This design comes from an exercise in tuning for small area, a short achievable clock period and few clock cycles per item on the open sky130 flow, not from production work.
Only simulation tests tie the RTL to the original design; equivalence was not proved.

## flow/design.v (module list and top-level ports; edited modules follow where they fit)
// module net_4_8_12_16_16_1_10: 849 lines
// module mulp: 14 lines
// module acc: 14 lines
// module padd16: 88 lines
// module padd16c: 90 lines
module net_4_8_12_16_16_1_10(clk, reset, input_valid, input_ready, input_data, output_valid, output_ready, output_data);
  // ...
==> flow/run.sh <==
#!/bin/bash
# synth_recipe.tcl (not shown) runs the flow's synth.tcl, then flattens the netlist and writes it again
# the make line also repeats each setting of config.mk as NAME=value (left out here)
make -C /OpenROAD-flow-scripts/flow DESIGN_CONFIG=/design/flow/config.mk WORK_HOME=/design/flow/orfs CLKGATE_MAP_FILE= SYNTH_SCRIPT=/design/flow/synth_recipe.tcl finish
==> flow/config.mk <==
export PLATFORM = sky130hd
export DESIGN_NAME = net_4_8_12_16_16_1_10
export DESIGN_NICKNAME = net_4_8_12_16_16_1_10
export VERILOG_FILES = /design/flow/design.v
export SDC_FILE = /design/flow/constraint.sdc
export NUM_CORES = 4
export LEC_CHECK = 0
export CAP_MARGIN = 20
export CORE_MARGIN = 2
export CORE_UTILIZATION = 65
export PLACE_DENSITY = 0.75
export SETUP_SLACK_MARGIN = 4.5
export SLEW_MARGIN = 20
==> flow/constraint.sdc <==
create_clock -name core_clock -period 8.0 [get_ports {clk}]
set_input_delay 1.6000 -clock core_clock [delete_from_list [all_inputs] [get_ports {clk}]]
set_output_delay 1.6000 -clock core_clock [all_outputs]
set_load 0.01 [all_outputs]
==> impl_metrics.py, run 1 <==
metrics = {
    "critical_path": {
        "crit_arrival_ps": 4030,
        "rrSetupSlack_ps": 4490,
        "crit_path_end_kind": "flip-flop",
        "rr_worst_depth": 15,
        "required_ps": 8520,
        "endpoint": "f3_5[14]",
        "critical-path-max-stage-delay_ps": 420,
        "r2r-end": "f3_5[14]",
        "worst_path_max_delay_cell": "edfxtp_1",
        "critical_path.most_common_cell": "buf_6",
        "rr_startpoint": "fo3_4",
    },
    "finish": {
        "fillCellCount": 9926,
        "clk_share": 0.0469,
        "post-route-util": 0.730,
        "sh_seq_area": 0.383,
        "final_cell_mix": "1,226 x edfxtp_1, 870 x xnor2_1, 683 x o21ai_0",
        "multiInputGateArea_um2": 51400,
        "drive_above_1_share": 0.122,
        "num-clock-buffers": 179,
        "final_area_um2": 105000,
    },
    "route": {
        "final_antenna_net_count": 0,
        "route.vias.total": 70500,
    },
    "placement": {
        "pre_cts_slack_ps": 2850,
    },
    "cts": {
        "cts_root_buffer": "clkbuf_16",
    },
    "synthesis": {
        "yosys.area_share.adder": 0.120,
        "synth_top_family_by_area": "compound AO/OA/AOI/OAI gates",
        "yosysUniqueCellTypes": 88,
        "syn_nets": 9993,
        "async_flop_share": 0,
    },
    "global_route": {
        "grt_max_degree": 185,
    },
    "timing": {
        "fin_crit_sh": 0.439,
        "max-slew-margin-rel": 0.205,
    },
    "run_status": {
        "status": "timing/DRC/antenna clean",
    },
}
Testbench counts, summed over its fixed seeds: cycles 15,672, items 960.
==> module mulp, before the edit <==
module mulp(xe, c, ovf, ps, p);
    input         [17:0] xe;      
    input         [5:0]  c;
    input                ovf;
    input                ps;
    output        [16:0] p;
    wire        s = c[5];
    wire        n0 = c[5] ^ c[2];
    wire [15:0] t1 = c[4] ? {xe[12:0], 3'b000} : c[3] ? {xe[13:0], 2'b00} : 16'd0;
    wire [15:0] t0 = c[1] ? {xe[14:0], 1'b0} : c[0] ? xe[15:0] : 16'd0;
    wire [15:0] m;
    padd16 ad(.a(t1 ^ {16{s}}), .b(t0 ^ {16{n0}}), .ci(s), .s(m));
    assign p = ovf ? {1'b0, ps, {15{~ps}}} : {n0, m};
endmodule
==> run 2: changes to the inputs <==
--- a/flow/design.v
+++ b/flow/design.v
@@ -9,24 +9,28 @@
     logic        in_v;         
     logic signed [15:0] in_r;
     logic        v0, v1;       
     logic [14:0] o0, o1;       
     wire         en = ~v1;
     wire         wr = in_v && (wcnt < 3'd4) && (!fvs[0] || ph >= {1'b0, wcnt} + 4'd8);
     wire         launch = en && (ph == 4'd15);
     assign input_ready = ~in_v;
+    logic        rst_q;
+    always_ff @(posedge clk) begin
+        rst_q <= reset;
+        if (rst_q) ph <= 4'd7;
+        else if (en) ph <= ph + 4'd1;
+    end
     always_ff @(posedge clk) begin
         if (reset) begin
-            ph <= 4'd6;
             fvs <= 3'd0;
             wcnt <= 3'd0;
             in_v <= 1'b0;
         end else begin
-            if (en) ph <= ph + 4'd1;
             if (launch) fvs <= {fvs[1:0], wcnt == 3'd4};
             if (launch && wcnt == 3'd4) wcnt <= 3'd0;
             else if (wr) wcnt <= wcnt + 3'd1;
             if (in_v) in_v <= ~wr;
             else in_v <= input_valid;
         end
     end
     always_ff @(posedge clk)
@@ -850,18 +854,18 @@
 module mulp(xe, c, ovf, ps, p);
     input         [17:0] xe;      
     input         [5:0]  c;
     input                ovf;
     input                ps;
     output        [16:0] p;
     wire        s = c[5];
     wire        n0 = c[5] ^ c[2];
-    wire [15:0] t1 = c[4] ? {xe[12:0], 3'b000} : c[3] ? {xe[13:0], 2'b00} : 16'd0;
-    wire [15:0] t0 = c[1] ? {xe[14:0], 1'b0} : c[0] ? xe[15:0] : 16'd0;
+    wire [15:0] t1 = ({16{c[4]}} & {xe[12:0], 3'b000}) | ({16{c[3]}} & {xe[13:0], 2'b00});    
+    wire [15:0] t0 = ({16{c[1]}} & {xe[14:0], 1'b0}) | ({16{c[0]}} & xe[15:0]);            
     wire [15:0] m;
     padd16 ad(.a(t1 ^ {16{s}}), .b(t0 ^ {16{n0}}), .ci(s), .s(m));
     assign p = ovf ? {1'b0, ps, {15{~ps}}} : {n0, m};
 endmodule
 module acc(f, fo, a, ci, g, go);
     input  signed [15:0] f;       
     input                fo;      
     input  signed [15:0] a;
==> impl_metrics.py, run 2 <==
metrics = {
    "cts": {
        "h-tree-depth": 4,
        "hold_buffers": 0,
        "cts.sinks": 1380,
        "cts_tree": "built",
        "cts_made_buffers": 151,
        "cts_buffer_depth": 3,
        "clk_latency_ps": 810,
        "clk_pin_slew_ps": 60,
        "cts_root_buffer": "clkbuf_16",
    },
    "synthesis": {
        "synthCells": 9210,
        "synth-edff-count": 1226,
        "async_flop_share": 0,
        "synth_area_leaders": "edfxtp_1 39%, xnor2_1 9.2%, ha_1 8.7%, a22oi_1 4.9%, o21ai_0 3.7%",
        "synth_ff_type": "edfxtp_1",
        "yosysUniqueCellTypes": 92,
        "synth-seq-cells": 1380,
        "syn_nets": 10000,
        "synth_top_cell_by_area": "edfxtp_1",
        "synth_top_area_frac": 0.391,
        "avgSynthCellArea_um2": 10.2,
        "synth_common_cells": "1,226 x edfxtp_1, 984 x xnor2_1, 702 x o21ai_0, 653 x ha_1, 618 x a22oi_1",
        "ys_warn_count": 1,
        "yosysSeqAreaShare": 0.424,
        "netlist_area_um2": 94100,
        "synth_most_common_cell": "edfxtp_1",
    },
    "critical_path": {
        "worstSetupStartpointType": "flip-flop",
        "rrSetupSlack_ps": 4570,
        "worstSetupStartpoint": "in_v",
        "path_max_fanout": 3,
        "crit_path_end_kind": "primary output",
        "r2r-end": "pr3_4[9]",
        "path_delay_family": "buffers and inverters",
        "required_ps": 6400,
        "critical-path-max-stage-delay_ps": 490,
        "worstSetupPathDepth": 2,
        "path_cells": "clkinvlp_4, clkdlybuf4s50_1",
        "path_buf_inv": 2,
        "rr_worst_depth": 11,
        "critical_path_class": "reg2out",
        "worst_path_max_delay_cell": "clkdlybuf4s50_1",
        "endpoint": "input_ready",
        "crit_arrival_ps": 1860,
        "rr_startpoint": "c3_4[4]",
    },
    "timing": {
        "max-slew-margin-rel": 0.169,
        "setup_tns_ps": 0,
        "finalCriticalPeriod_ps": 3460,
        "slew_violations": 0,
        "worst_pin_slew_ps": 1250,
        "setup_viol": 0,
        "clock_skew_ps": 45.2,
        "final-hold-violation-count": 0,
        "max_clock_freq_ghz": 0.289,
        "fin_crit_sh": 0.432,
        "rsz0062_at_grt": "true",
        "worst_hold_slack_ps": 465,
    },
    "route": {
        "final_antenna_net_count": 0,
        "wl_per_cell_um": 21.4,
        "route.detailed.drc": 0,
        "drt-total-wl_um": 238000,
        "dr.pass1.iters": 8,
        "vias_per_cell": 6.30,
        "route.vias.total": 70200,
        "drt_iter0_markers": 6538,
    },
    "finish": {
        "post-route-util": 0.728,
        "area_delta_synth_final_pct": 11.1,
        "final_cell_mix": "1,226 x edfxtp_1, 970 x xnor2_1, 641 x ha_1",
        "nets": 9936,
        "final_area_um2": 105000,
        "drive_above_1_share": 0.116,
        "final_common_cell": "edfxtp_1",
    },
    "hold_path": {
        "hold_start": "fvs[2]",
        "hold_class": "reg2reg",
    },
    "run_status": {
        "status": "timing/DRC/antenna clean",
    },
    "global_route": {
        "grt_max_degree": 185,
        "antenna_found_initial": 4,
        "grt_first_pass_wirelength_um": 366000,
        "grt_pass1_vias": 67400,
        "grt-ovfl-total": 0,
        "gr-usage-all-layers": 0.313,
    },
    "die": {
        "coreArea_um2": 144000,
        "row_count": 139,
        "die_h_um": 385,
        "die_area_um2": 148000,
        "die_w_um": 385,
        "io_pins": 38,
        "initial_utilization": 0.655,
    },
    "placement": {
        "place_congestion": 0.941,
        "dp_hpwl_um": 166000,
        "io_buffer_count": 36,
        "placed_cell_area_um2": 95500,
    },
    "job": {
        "cap_violations": 0,
    },
}
-- run 2: cell types whose count changed after synthesis, moves of 20 or more --
cell,before,now
a21oi_1,387,407
xnor2_1,886,984
o21ai_0,759,702
nor2_1,482,502
nand3b_1,20,40
xor2_1,381,286
nor2b_1,124,78
clkbuf_1,506,528
-- run 2: worst reg2reg max path, delay by kind of cell (launching register included) --
| kind | cells | cell delay, ps |
|---|---|---|
| AOI/OAI and AO/OA | 4 | 720 |
| DFF | 1 | 680 |
| xor gates and xnor gates | 2 | 620 |
| buffers and inverters | 1 | 140 |
| and+or+nand+nor | 1 | 90 |
| adders and majority gates | 2 | 750 |
| muxes | 1 | 150 |
-- run 2: final cells by class --
type	instances	area [um^2]
clock inverters	90	1000
fillers	10200	39100
multi-input cells	6682	51500
repair buffers	377	3580
flip-flops and latches	1380	40100
repair inverters	1	5.00
inverters	517	1960
well taps	1903	2380
clock buffers	192	4090
diodes	4	10.0
-- run 2: cells by family (layout without fill, tap and decap cells) --
kind of cell / Yosys count / count (layout) / synth area share
muxes: 93 / 93 / 0.0103
buffers and inverters: 1148 / 1177 / 0.0464
DFF: 1380 / 1380 / 0.424
AOI/OAI and AO/OA: 2681 / 2681 / 0.188
other: 1 / 5 / 0.0000398
xor gates and xnor gates: 1271 / 1271 / 0.118
and+or+nand+nor: 1829 / 1829 / 0.0932
adders and majority gates: 807 / 807 / 0.119
-- run 2: worst min-delay path by stage --
stage	endpoint	slack, ps	cells past startpoint
after floorplan	fvs[2]	430	2
after global placement	fvs[2]	440	2
after detailed placement	fvs[2]	450	2
after CTS	fvs[2]	460	2
after global routing	fvs[2]	490	2
final	fvs[2]	470	2
-- run 2: stage by stage --
| stage | instances | setup slack (ps) |
|---|---|---|
| floorplan | 9210 | -5270 |
| global placement | 10600 | 3520 |
| detailed placement | 10600 | 3400 |
| CTS | 11000 | 4310 |
| global route | 11100 | 4430 |
| finish | 11100 | 4540 |
-- run 2: repair_timing --
action | 4_1_cts | 5_1_grt
gates resized for setup | 258 | 292
pin swaps | 33 | 87
setup buffers | 91 | 145
endpoints found under the setup margin | 363 | 305
cloned | 2 | 10
-- run 2: routing by layer --
layer	wire length, um	vias to the layer above	GRT usage
met5	13	-	0
met4	11800	2	0.147
met3	14900	608	0.0447
met2	115000	2554	0.528
met1	96000	33800	0.398
li1	-	33300	-
Testbench counts of run 2, summed over its fixed seeds: cycles 15,672, items 960.

==> separate check: timing with driven ports <==
In the flow no input, the clock included, has a driving cell. The finished layouts below were timed again as built, in two steps. Step 1 assumes that a clkbuf_16 drives the clock port and a buf_2 every other input. Step 2, shift: input delay + t, output delay - t, t = (earliest + latest rising clock arrival at the registers) / 2. This alone moves slack from input paths to output paths. Slacks: no drivers / after step 1 / after step 2; pairs: no drivers / after step 1.
run	t (ns)	setup WS [ns]	latest minus earliest clock arrival (ns)
run 1	0.862	4.486 / 4.464 / 3.724	0.031 / 0.032
run 2	0.871	4.541 / 4.457 / 4.569	0.047 / 0.046
After both steps setup and hold are still met in every run listed. For run 1, which loses most, drivers alone change the setup slack by -0.022 ns; drivers and shift together by -0.762 ns.
